From an optimization exercise on the open Yosys and OpenROAD flow, aimed at small area; shortcuts taken in it are not production practice. At most, simulation tests tie the RTL to the original design; equivalence was not proved. The RTL of run 2 was laid out without a check of its function. No driver is modelled on the clock port, so clocking that relies on it looks cheaper here than on a real chip.

==> flow/design.v, too long to show whole: its modules and the start of the top module <==
// module bldc_fa: 4 lines
// module bldc_bone: 3 lines
// module bldc_btwo: 3 lines
// module bldc_bsel: 3 lines
// module bldc_bselp: 3 lines
// module bldc_esc: 1378 lines
module bldc_esc #(parameter DATA_WIDTH = 16, parameter debounce = 3)(
  input clk,
  input reset,
  input pwm_en,
  input encoder_a,
  input encoder_b,
  input [DATA_WIDTH-1:0] pwm_period,
  input [DATA_WIDTH-1:0] period_reference,
  input [DATA_WIDTH-1:0] Kp_ext,
  input [DATA_WIDTH-1:0] Ki_ext,
  input [DATA_WIDTH-1:0] Kd_ext,
  input override_internal_pid,
  output reg motor_positive,
  output reg motor_negative
);
  // ...
==> flow/flow/run.sh <==
#!/bin/bash
# Layout flow: the standard flow (standard.sh, standard synthesis
# unchanged) with these layout changes:
#  - the input and output port buffers use the smallest plain buffer,
#    sky130_fd_sc_hd__buf_1 (every port still gets its own buffer);
#  - clock tree synthesis adds no dummy loads and builds the tree from
#    clkbuf_8 under a clkbuf_16 root; after it, flow/fixclk.tcl swaps any
#    leaf buffer that drives more than 15 pins for a clkbuf_16 and
#    legalizes the placement again.
# Each tool's output goes to a log of its own in this folder (orfs_cts.log,
# fixclk.log, orfs_finish.log); each ORFS step also keeps its log under
# orfs/logs/.
set -euo pipefail
here=$(pwd)
args=("BUFFER_PORTS_ARGS=-buffer_cell sky130_fd_sc_hd__buf_1"
      "CTS_ARGS=-sink_clustering_enable -repair_clock_nets -dont_use_dummy_load -buf_list sky130_fd_sc_hd__clkbuf_8 -root_buf sky130_fd_sc_hd__clkbuf_16")
bash standard.sh "${args[@]}" cts > "$here/orfs_cts.log" 2>&1
RES="$here/orfs/results/$FLOW_PLATFORM/bldc_esc/base" openroad -no_init -exit "$here/flow/fixclk.tcl" > "$here/fixclk.log" 2>&1
bash standard.sh "${args[@]}" finish > "$here/orfs_finish.log" 2>&1
==> flow/flow/fixclk.tcl <==
# After clock tree synthesis: a leaf clock buffer (clkbuf_8) that drives
# more than 15 pins is swapped for clkbuf_16, so that the slew at its flip-flop
# clock pins stays low; the placement is then legalized again.
set res $::env(RES)
read_db $res/4_cts.odb
set db [ord::get_db]
set block [[$db getChip] getBlock]
set m16 [$db findMaster sky130_fd_sc_hd__clkbuf_16]
set swapped 0
foreach inst [$block getInsts] {
  if {[[$inst getMaster] getName] ne "sky130_fd_sc_hd__clkbuf_8"} { continue }
  set n 0
  foreach it [$inst getITerms] {
    if {[$it isOutputSignal] && [$it getNet] ne "NULL"} {
      set n [expr {[llength [[$it getNet] getITerms]] - 1}]
    }
  }
  if {$n > 15} {
    puts "fixclk: [$inst getName] drives $n pins: clkbuf_16"
    $inst swapMaster $m16
    incr swapped
  }
}
puts "fixclk: swapped $swapped"
detailed_placement
check_placement -verbose
write_db $res/4_cts.odb
==> flow/standard.sh <==
#!/bin/bash
# synth_recipe.tcl (not shown) runs the flow's synth.tcl, then flattens the netlist and writes it again
# the make line also repeats each setting of config.mk as NAME=value (left out here)
make -C /OpenROAD-flow-scripts/flow DESIGN_CONFIG=/design/flow/config.mk WORK_HOME=/design/flow/orfs CLKGATE_MAP_FILE= SYNTH_SCRIPT=/design/flow/synth_recipe.tcl "${@:-finish}"
==> flow/config.mk <==
export PLATFORM = sky130hd
export DESIGN_NAME = bldc_esc
export DESIGN_NICKNAME = bldc_esc
export VERILOG_FILES = /design/flow/design.v
export SDC_FILE = /design/flow/constraint.sdc
export NUM_CORES = 4
export LEC_CHECK = 0
export CAP_MARGIN = 20
export CORE_MARGIN = 2
export CORE_UTILIZATION = 75
export PLACE_DENSITY = 0.8
export SLEW_MARGIN = 20
export SYNTH_HIERARCHICAL = 1
==> flow/constraint.sdc <==
create_clock -name core_clock -period 8.0 [get_ports {clk}]
set_input_delay 1.6000 -clock core_clock [delete_from_list [all_inputs] [get_ports {clk}]]
set_output_delay 1.6000 -clock core_clock [all_outputs]
set_load 0.01 [all_outputs]
==> impl_metrics.json, run 1 <==
{
  "yosysSeqAreaShare_pct": 30.3,
  "min_path_cells": 0,
  "dieArea_um2": 22400,
  "synth_xor_area_share_pct": 17.3,
  "multi_input_area_um2": 10600,
  "nMultiInputCombCells": 1041,
  "dp_cells": 1738,
  "crit_path_frequent_cell": "fa_1",
  "hold_path_end": "encoder_a_shift_reg[1]",
  "hp-class": "flip-flop to flip-flop",
  "syn_inst": 1365,
  "async_flop_share_pct": 100,
  "ys_ff_latch": 190,
  "avgRoutedWirePerCell_um": 24.5,
  "grt-ovfl-total": 0,
  "dpl_cell_area_um2": 16800,
  "nWellTaps": 275,
  "dp_hpwl_um": 33700,
  "status": "no timing/DRC/antenna violations",
  "worstPathRequired_ps": 8270,
  "grt_pass1_wl_um": 67400,
  "stdcell_area_um2": 17200,
  "final_layout_size_suffix_gt1_share_pct": 13.5,
  "holdBufCountCts": 0,
  "netlist_area_um2": 15900
}
==> inputs of run 2 (changes only) <==
--- a/flow/design.v
+++ b/flow/design.v
@@ -9,16 +9,19 @@
   assign two_n = ~(one_n & (b2 ^ b1));
 endmodule
 module bldc_bsel (input one_n, input two_n, input a1, input a0, output sel);
   assign sel = ~((one_n | a1) & (two_n | a0));
 endmodule
 module bldc_bselp (input one_n, input two_n, input a1, input a0, output sel);
   assign sel = (~one_n & a1) | (~two_n & a0);
 endmodule
+module bldc_kmux (input s, input s_n, input a, input b, output y);
+  assign y = (s & a) | (s_n & b);
+endmodule
 module bldc_esc #(parameter DATA_WIDTH = 16, parameter debounce = 3)(
   input clk,
   input reset,
   input pwm_en,
   input encoder_a,
   input encoder_b,
   input [DATA_WIDTH-1:0] pwm_period,
   input [DATA_WIDTH-1:0] period_reference,
@@ -1300,16 +1303,25 @@
   wire int_hi = (int_u >= 6'sd1) | ((int_u == 6'sd0) & int_c);
   wire int_lo = (int_u <= -6'sd3) | ((int_u == -6'sd2) & ~int_c);
   wire int_b11 = ((int_u == -6'sd1) & ~int_c) | ((int_u == -6'sd2) & int_c);
   wire [11:0] int_next_n = int_hi ? 12'h7ff : int_lo ? 12'h800 : {int_b11, int_lo11[10:0]};
   wire [15:0] pid = {pid_output[15] ^ pid_msb_late, pid_output[14:0]};
   wire pid_le0 = pid[15] | (pid == 16'd0);
   wire pid_gt = lt16(pwm_period, pid);
   wire [15:0] duty_next = pid_le0 ? pwm_period : pid_gt ? 16'd1 : pid;
+  wire ovr_n = ~override_internal_pid;
+  wire [15:0] Kp_next, Kd_next;
+  genvar gi;
+  generate
+    for (gi = 0; gi < 16; gi = gi + 1) begin : kload
+      bldc_kmux kp (.s(override_internal_pid), .s_n(ovr_n), .a(Kp_ext[gi]), .b(Kp[gi]), .y(Kp_next[gi]));
+      bldc_kmux kd (.s(override_internal_pid), .s_n(ovr_n), .a(Kd_ext[gi]), .b(Kd[gi]), .y(Kd_next[gi]));
+    end
+  endgenerate
   wire a_stable = (encoder_a_shift_reg == 3'b000) | (encoder_a_shift_reg == 3'b111);
   wire b_stable = (encoder_b_shift_reg == 3'b000) | (encoder_b_shift_reg == 3'b111);
   always @(posedge clk or posedge reset) begin
     if (reset) begin
       integral_n <= 12'hfff;
       pwm_counter <= 16'd0;
       encoder_state <= 2'b0;
       prev_encoder_state <= 2'b0;
@@ -1373,21 +1385,19 @@
             motor_negative <= 1'b0;
           end
           default: begin
             motor_positive <= 1'b0;
             motor_negative <= 1'b0;
           end
         endcase
       end
-      if (override_internal_pid) begin
-        Kp <= Kp_ext;
-        Ki_n <= ~Ki_ext;
-        Kd <= Kd_ext;
-      end
+      Kp <= Kp_next;
+      Kd <= Kd_next;
+      if (override_internal_pid) Ki_n <= ~Ki_ext;
       if ((!prev_encoder_state[0] && encoder_a_reg) || speed_ctr == 8'hff) begin
         period_speed <= speed_ctr;
         speed_ctr <= 8'd0;
       end else begin
         speed_ctr <= inc8(speed_ctr);
       end
     end
   end
==> flow/config.mk (replaced) <==
export PLATFORM = sky130hd
export DESIGN_NAME = bldc_esc
export DESIGN_NICKNAME = bldc_esc
export VERILOG_FILES = /design/flow/design.v
export SDC_FILE = /design/flow/constraint.sdc
export NUM_CORES = 4
export LEC_CHECK = 0
export CAP_MARGIN = 20
export CORE_MARGIN = 2
export CORE_UTILIZATION = 70
export PLACE_DENSITY = 0.8
export SLEW_MARGIN = 20
export SYNTH_HIERARCHICAL = 1
==> run 2 against run 1 <==
  * Synthesized area down 0.64%
  * Still clean on timing, DRC and antenna
  * Critical path type unchanged
  * Utilization down 5.4 points
  * Critical path depth unchanged
==> impl_metrics.json, run 2 <==
{
  "status": "no timing/DRC/antenna violations",
  "fp.dieH_um": 154,
  "port_buffers": 87,
  "tritoncts": "built",
  "die_w_um": 154,
  "clk_pin_slew_ps": 120,
  "fin_crit_ps": 7770,
  "ys.flop_type": "dfrtp_1",
  "async_flop_share_pct": 100,
  "gp_congestion": 1.06,
  "worst-path-buf-inv": 1,
  "grt_max_degree": 113,
  "ant_nets": 0,
  "maxCapViolCount": 0,
  "final_common_cell": "fa_1",
  "synth_cell_type_count": 53,
  "worstPathRequired_ps": 8320,
  "synth_top_area_cell": "fa_1",
  "drt_iter0_markers": 1398,
  "clockBufferDepth": 2,
  "n_antenna_cell": 0,
  "core_area_um2": 22400,
  "ioPinCount": 88,
  "drtPass1Iterations": 6,
  "yosys_warnings": 7,
  "slew_headroom_pct": 28.9,
  "grt_pass1_wl_um": 70000,
  "rsz0062_at_grt": "no",
  "yosys-top-cells-count": "fa_1, o22ai_1, xor2_1",
  "cts_resized": 0,
  "slew_violations": 0,
  "synth.most_common_cell": "fa_1",
  "worst_pin_slew_ps": 1070,
  "hp-class": "flip-flop to flip-flop",
  "vias_per_cell": 6.65,
  "grt-ovfl-total": 0,
  "setup_viol": 0,
  "wl_um": 45100,
  "crit_path_frequent_cell": "fa_1",
  "dp_hpwl_um": 35200,
  "use_met3_pct": 10.6,
  "fin_skew_ps": 48.5,
  "vias": 11900,
  "grt_pass1_vias": 11800,
  "row_count": 55,
  "area_growth_pct": 8.44,
  "final_cell_mix": "fa_1, o22ai_1, xor2_1",
  "cp_cell_sequence": "xor2_1 -> nand2_1 -> buf_4 -> o22ai_1 -> xor2_1 -> fa_1 -> fa_1 -> fa_1 -> fa_1 -> fa_1 -> fa_1 -> fa_1 -> fa_2 -> fa_2 -> fa_1 -> fa_1 -> fa_1 -> fa_1 -> fa_1 -> ha_1 -> xor2_1",
  "critPathMaxFanout": 13,
  "cts_setup_buffers": 0,
  "nets": 1837,
  "slowest_stage": "dfstp_2",
  "holdBufCountCts": 0,
  "grt_use_met1_pct": 57.0,
  "clock_sinks": 190,
  "grt_busiest_layer": "met2",
  "start_util_pct": 70.5,
  "max_freq_mhz": 129,
  "clk_latency_ps": 420,
  "post-synth-top-area-fraction_pct": 25.9,
  "finalSetupTns_ps": 0,
  "fin_crit_sh_pct": 97.1,
  "synth_area_leaders": "fa_1, dfrtp_1, dfstp_2",
  "synth_nets": 1708,
  "final_core_util_pct": 76.5,
  "netlist_area_um2": 15800,
  "cts_root_buf": "clkbuf_16",
  "drc": 0,
  "max_stage_delay_ps": 570,
  "arrival_ps": 8090,
  "synth_enable_flop_cells": 0,
  "crit_type": "flip-flop to flip-flop",
  "crit_path_end_kind": "flip-flop",
  "critical_path.top_delay_family": "adder cells",
  "avgRoutedWirePerCell_um": 25.3,
  "track_usage_pct": 39.6,
  "grtUsageMet2_pct": 60.3,
  "dieArea_um2": 23800,
  "antenna_found_initial": 0,
  "ctsHtreeMaxLevel": 4,
  "hold_viol_final": 0,
  "syn_area_per_cell_um2": 11.6,
  "numCtsBuffers": 17,
  "final_layout_size_suffix_gt1_share_pct": 11.3,
  "yosysSeqAreaShare_pct": 30.5,
  "start_kind": "flip-flop",
  "ys_ff_latch": 190,
  "syn_inst": 1370
}
[run 2: area by class of cell]
type,count,area [um^2]
timing repair buffer,150,808
fill,1560,5270
sequential,190,4830
clock buffer,17,290
tap,285,357
inverter,83,319
multi-input combinational,1057,10600
[run 2: per-stage QoR]
step	setup WS (ps)	area [um^2]	std cells	hold WS (ps)
after global placement	206	16800	1764	358
after floorplan	41.0	15800	1370	354
final	229	17200	1782	382
after global routing	1.95	17200	1782	383
after CTS	54.0	17000	1781	408
after detailed placement	53.4	16800	1764	365
[run 2: worst paths after layout]
kind | startpoint | to | slack [ps] | depth (start not counted)
setup / recovery | Kp[0] | pid_msb_late | 230 | 21
hold / removal | encoder_a_shift_reg[0] | encoder_a_shift_reg[1] | 380 | 0
setup reg to reg | Kp[0] | pid_msb_late | 230 | 21
hold reg to reg | encoder_a_shift_reg[0] | encoder_a_shift_reg[1] | 380 | 0
max in group asynchronous | reset | Kd[8] | 5430 | 3
min in group asynchronous | reset | motor_positive | 1350 | 2
[run 2: metal layers]
layer | vias to the layer above | routed length [um]
li1 | 5008 | -
met1 | 5979 | 17900
met2 | 777 | 20400
met3 | 88 | 5450
met4 | 0 | 1370
met5 | - | 0
[run 2: cells by family (layout without fill, tap and decap cells)]
group           after synthesis  after routing  synth area share [%]
compound gates              339            339                  14.4
xor+xnor                    314            314                  17.4
flops                       190            190                  30.5
simple gates                142            142                  4.21
mux                           6              6                 0.427
fa+ha+maj                   256            256                  29.9
buf+inv                     123            250                  3.19
[run 2: per-module statistics from Yosys (local to each module, per instance)]
module	area (um^2)	times used	flip-flops and latches
bldc_btwo	12.5	22	0
bldc_bsel	6.26	188	0
bldc_kmux	8.76	32	0
bldc_bone	8.76	19	0
bldc_esc	9820	1	190
bldc_fa	20.0	205	0

[afterwards: timing with drivers on the ports]
How much do the figures lean on ideal ports? The routed layouts below were timed once more, with nothing changed but the port constraints.
Step 1 (the two cells are an assumption about what drives the block):
set clk [get_ports {clk}]
set_driving_cell -lib_cell sky130_fd_sc_hd__clkbuf_16 $clk
set_driving_cell -lib_cell sky130_fd_sc_hd__buf_2 [delete_from_list [all_inputs] $clk]
Step 2, shift: input delay + t, output delay - t, t = (earliest + latest rising clock arrival at the registers) / 2. This alone moves slack from input paths to output paths.
a / b / c = ideal / step 1 / step 2; a / b = the first two.
| run | t, ns | setup slack, ns | latest minus earliest clock arrival (ns) | worst slew at a driven data input, ns |
|---|---|---|---|---|
| run 1 | 0.445 | 0.221 / 0.221 / 0.221 | 0.043 / 0.043 | 0.04 |
| run 2 | 0.448 | 0.229 / 0.229 / 0.229 | 0.049 / 0.049 | 0.04 |
After both steps every run listed still meets setup and hold.
